Context: an optimization exercise on an open-source flow, tuned for small area. The choices shown serve that exercise and are no tape-out recipe. At most, simulation tests tie the RTL to the original design; equivalence was not proved. Power and IR drop assume default switching activity.

oak:
## lights
module lights(
    input clk,
    input rst,
    input rx,
    output tx,
    output [2*12-1:0] leds
    );
Size: roughly 3900 cells after synthesis, roughly 1600 flip-flops, ~0.050 mm^2 of cells after synthesis.
clock: 10.0 ns
lec_check: 0
cap_margin: 20
core_margin: 2
core_utilization: 70
slew_margin: 20
standard.sh (not shown) runs the stock make flow with config.mk's settings and CLKGATE_MAP_FILE= SYNTH_SCRIPT=/design/flow/synth_recipe.tcl, a recipe that flattens the netlist after the stock synthesis.
==> flow/flow/run.sh <==
#!/bin/bash
# Standard ORFS layout (the standard.sh) with clock tree synthesis
# arguments of our own: one clock buffer type, sized sink clusters and no
# dummy loads. The make output goes to flow.log; ORFS keeps each step's log
# under orfs/logs.
set -euo pipefail
export CTS_ARGS="-sink_clustering_enable -repair_clock_nets -dont_use_dummy_load -buf_list sky130_fd_sc_hd__clkbuf_16 -sink_clustering_size 30 -sink_clustering_max_diameter 60"
bash standard.sh > flow.log 2>&1
oak: no failed stages, no open violations at the end
What pine does differently from oak at the input level:
diff --git a/flow/flow/run.sh b/flow/flow/run.sh
--- a/flow/flow/run.sh
+++ b/flow/flow/run.sh
@@ -7 +7 @@
-export CTS_ARGS="-sink_clustering_enable -repair_clock_nets -dont_use_dummy_load -buf_list sky130_fd_sc_hd__clkbuf_16 -sink_clustering_size 30 -sink_clustering_max_diameter 60"
+export CTS_ARGS="-sink_clustering_enable -repair_clock_nets -dont_use_dummy_load -buf_list sky130_fd_sc_hd__clkbuf_8 -sink_clustering_size 18 -sink_clustering_max_diameter 50"
Results
- pine ended with every stage complete and zero timing, DRC or antenna violations.
- The core of pine is less densely filled than that of oak.
- From oak to pine the numbers moved as follows: top-level I/O count about even, relative contribution of the clock network to total power fell 3.3 points.
No functional check of the RTL was part of any run of this note.

---

## run A
Another version of the RTL of lights (not shown whole).
For scale: ~3400 cells after synthesis.
Settings: LEC_CHECK=0, CAP_MARGIN=20, CORE_MARGIN=2, CORE_UTILIZATION=70, SLEW_MARGIN=20; clock period 10.0 ns.
==> flow/flow/run.sh <==
#!/bin/bash
# Standard ORFS layout (the standard.sh) with clock tree synthesis
# arguments of our own: one clock buffer type, sized sink clusters and no
# dummy loads. The make output goes to flow.log; ORFS keeps each step's log
# under orfs/logs.
set -euo pipefail
export CTS_ARGS="-sink_clustering_enable -repair_clock_nets -dont_use_dummy_load -buf_list sky130_fd_sc_hd__clkbuf_8 -sink_clustering_size 22 -sink_clustering_max_diameter 55"
bash standard.sh > flow.log 2>&1
Here is what was changed in the inputs of run B compared with run A.
- ABC_AREA: unset -> 1
diff --git a/flow/flow/run.sh b/flow/flow/run.sh
--- a/flow/flow/run.sh
+++ b/flow/flow/run.sh
@@ -7 +7 @@
-export CTS_ARGS="-sink_clustering_enable -repair_clock_nets -dont_use_dummy_load -buf_list sky130_fd_sc_hd__clkbuf_8 -sink_clustering_size 22 -sink_clustering_max_diameter 55"
+export CTS_ARGS="-sink_clustering_enable -repair_clock_nets -dont_use_dummy_load -buf_list sky130_fd_sc_hd__clkbuf_8 -sink_clustering_size 18 -sink_clustering_max_diameter 50"
Results
Via count of the routed design, run B vs run A: up by more than 10%. In run B, the non-filler instance count after layout came out 22% above the value in run A. On area overhead of the layout relative to synthesis: run B sits above run A. | fraction of cell area in non-clock buffers | run A vs run B | ≈ equal |. First-pass GRT wire length came out higher on run B than on run A. Final clock skew essentially unchanged between run B and run A.
What run C does differently from run B at the input level:
- a deleted ABC_AREA that had been 1
Notes after the runs:
The run showing the smaller proportion of power drawn by the clock network is run C. Reported for run C and run B, number of flops mapped to enable cells by yosys turned out identical to the last digit. Run C vs run B, instance count: run C lower. First-iteration DRC count: run C < run B. Compare run C and run B | register-to-register slack lower: run C. Between run C and run B, cell area after layout is lower for run C, run B comes in above that. Looking at routed wire length, run C sits about 10% lower than run B does.

---

lights, a different RTL version from the one above (not shown whole).
For scale: about 3400 cells after synthesis, ~28 I/O pins, ~0.047 sq mm of cells after synthesis.
export LEC_CHECK = 0
export CAP_MARGIN = 20
export CORE_MARGIN = 2
export CORE_UTILIZATION = 70
export SLEW_MARGIN = 20
create_clock -name core_clock -period 10.0 [get_ports {clk}]
==> flow/flow/run.sh <==
#!/bin/bash
# The standard layout (standard.sh) with two changes:
#  - synthesis maps the logic with an area-oriented ABC script (flow/area.abc)
#    in place of ORFS's speed script; the standard flow's synthesis script is otherwise
#    used as is (same flip-flop mapping and register names);
#  - ports are buffered with buf_1 (BUFFER_PORTS_ARGS);
#  - clock tree synthesis uses clkbuf_8 leaf clusters of at most 18 sinks and
#    no dummy loads.
# The make output goes to flow.log; ORFS keeps each step's log in orfs/logs.
set -euo pipefail
here=$(pwd)
cat > "$here/area_synth.tcl" <<TCL
proc abc {args} {
    set i [lsearch -exact \$args -script]
    if {\$i >= 0} { lset args [expr {\$i + 1}] $here/flow/area.abc }
    yosys abc {*}\$args
}
source $here/synth_recipe.tcl
TCL
sed "s#SYNTH_SCRIPT=[^ ]*#SYNTH_SCRIPT=$here/area_synth.tcl#" standard.sh > area_standard.sh
export CTS_ARGS="-sink_clustering_enable -repair_clock_nets -dont_use_dummy_load -buf_list sky130_fd_sc_hd__clkbuf_8 -sink_clustering_size 18 -sink_clustering_max_diameter 50"
export BUFFER_PORTS_ARGS="-buffer_cell sky130_fd_sc_hd__buf_1"
bash area_standard.sh > flow.log 2>&1
==> flow/flow/area.abc <==
strash
&get -n
&deepsyn -T 60
&put
dc2
strash
dch -f
map -a
mfs2
strash
dc2
strash
dch -f
map -a
mfs2
strash
dc2
dch -f
map -a
topo
Rerun with:
--- a/flow/flow/run.sh
+++ b/flow/flow/run.sh
@@ -5,3 +5,2 @@
 #    used as is (same flip-flop mapping and register names);
-#  - ports are buffered with buf_1 (BUFFER_PORTS_ARGS);
 #  - clock tree synthesis uses clkbuf_8 leaf clusters of at most 18 sinks and
- critical path depth is unchanged
- wire length stays the same
- total power stays the same
- setup slack stays the same
Rerun with:
--- a/flow/flow/run.sh
+++ b/flow/flow/run.sh
@@ -5,2 +5,3 @@
 #    used as is (same flip-flop mapping and register names);
+#  - ports are buffered with buf_1 (BUFFER_PORTS_ARGS);
 #  - clock tree synthesis uses clkbuf_8 leaf clusters of at most 18 sinks and
@@ -19,3 +20,3 @@
 sed "s#SYNTH_SCRIPT=[^ ]*#SYNTH_SCRIPT=$here/area_synth.tcl#" standard.sh > area_standard.sh
-export CTS_ARGS="-sink_clustering_enable -repair_clock_nets -dont_use_dummy_load -buf_list sky130_fd_sc_hd__clkbuf_8 -sink_clustering_size 18 -sink_clustering_max_diameter 50"
+export CTS_ARGS="-sink_clustering_enable -repair_clock_nets -dont_use_dummy_load -buf_list sky130_fd_sc_hd__clkbuf_8 -sink_clustering_size 18 -sink_clustering_max_diameter 60"
 export BUFFER_PORTS_ARGS="-buffer_cell sky130_fd_sc_hd__buf_1"
Result: The changed run finished clean; worst setup slack gains 0.036 ns; global-route usage shrinks by 0.47 points; fmax grows by 0.46%; utilization fell by 0.27 points; cell area falls by 0.36%; power is lower by 1.4%.

port drivers added, routing unchanged:
Ports are ideal in the flow. The routed layouts listed here were re-timed in OpenROAD. Step 1 assumes that a clkbuf_16 drives the clock port and a buf_2 every other input. Step 2, shift: input delay + t, output delay - t, t = (earliest + latest rising clock arrival at the registers) / 2. This alone moves slack from input paths to output paths. Three values: no drivers, after step 1, after step 2; two values: the first two.
run	shift t [ns]	setup slack, ns	worst setup path after step 2	clock arrival spread, ns	worst slew at a driven data input, ns
oak	0.707	3.439 / 3.372 / 4.078	register to output	0.099 / 0.099	0.04
pine	0.790	3.428 / 3.366 / 4.156	register to output	0.102 / 0.102	0.04
run A	0.771	3.349 / 3.284 / 4.055	register to output	0.116 / 0.117	0.04
run B	0.848	3.076 / 3.015 / 3.863	register to output	0.126 / 0.127	0.04
run C	0.788	3.329 / 3.265 / 4.053	register to output	0.131 / 0.131	0.04
the first run of note 3	0.784	2.024 / 1.965 / 2.749	register to output	0.112 / 0.112	0.04
the second run of note 3	0.784	2.024 / 1.965 / 2.749	register to output	0.112 / 0.112	0.04
the third run of note 3	0.780	2.060 / 2.003 / 2.783	register to output	0.078 / 0.078	0.04
After both steps setup and hold are still met in every run listed.
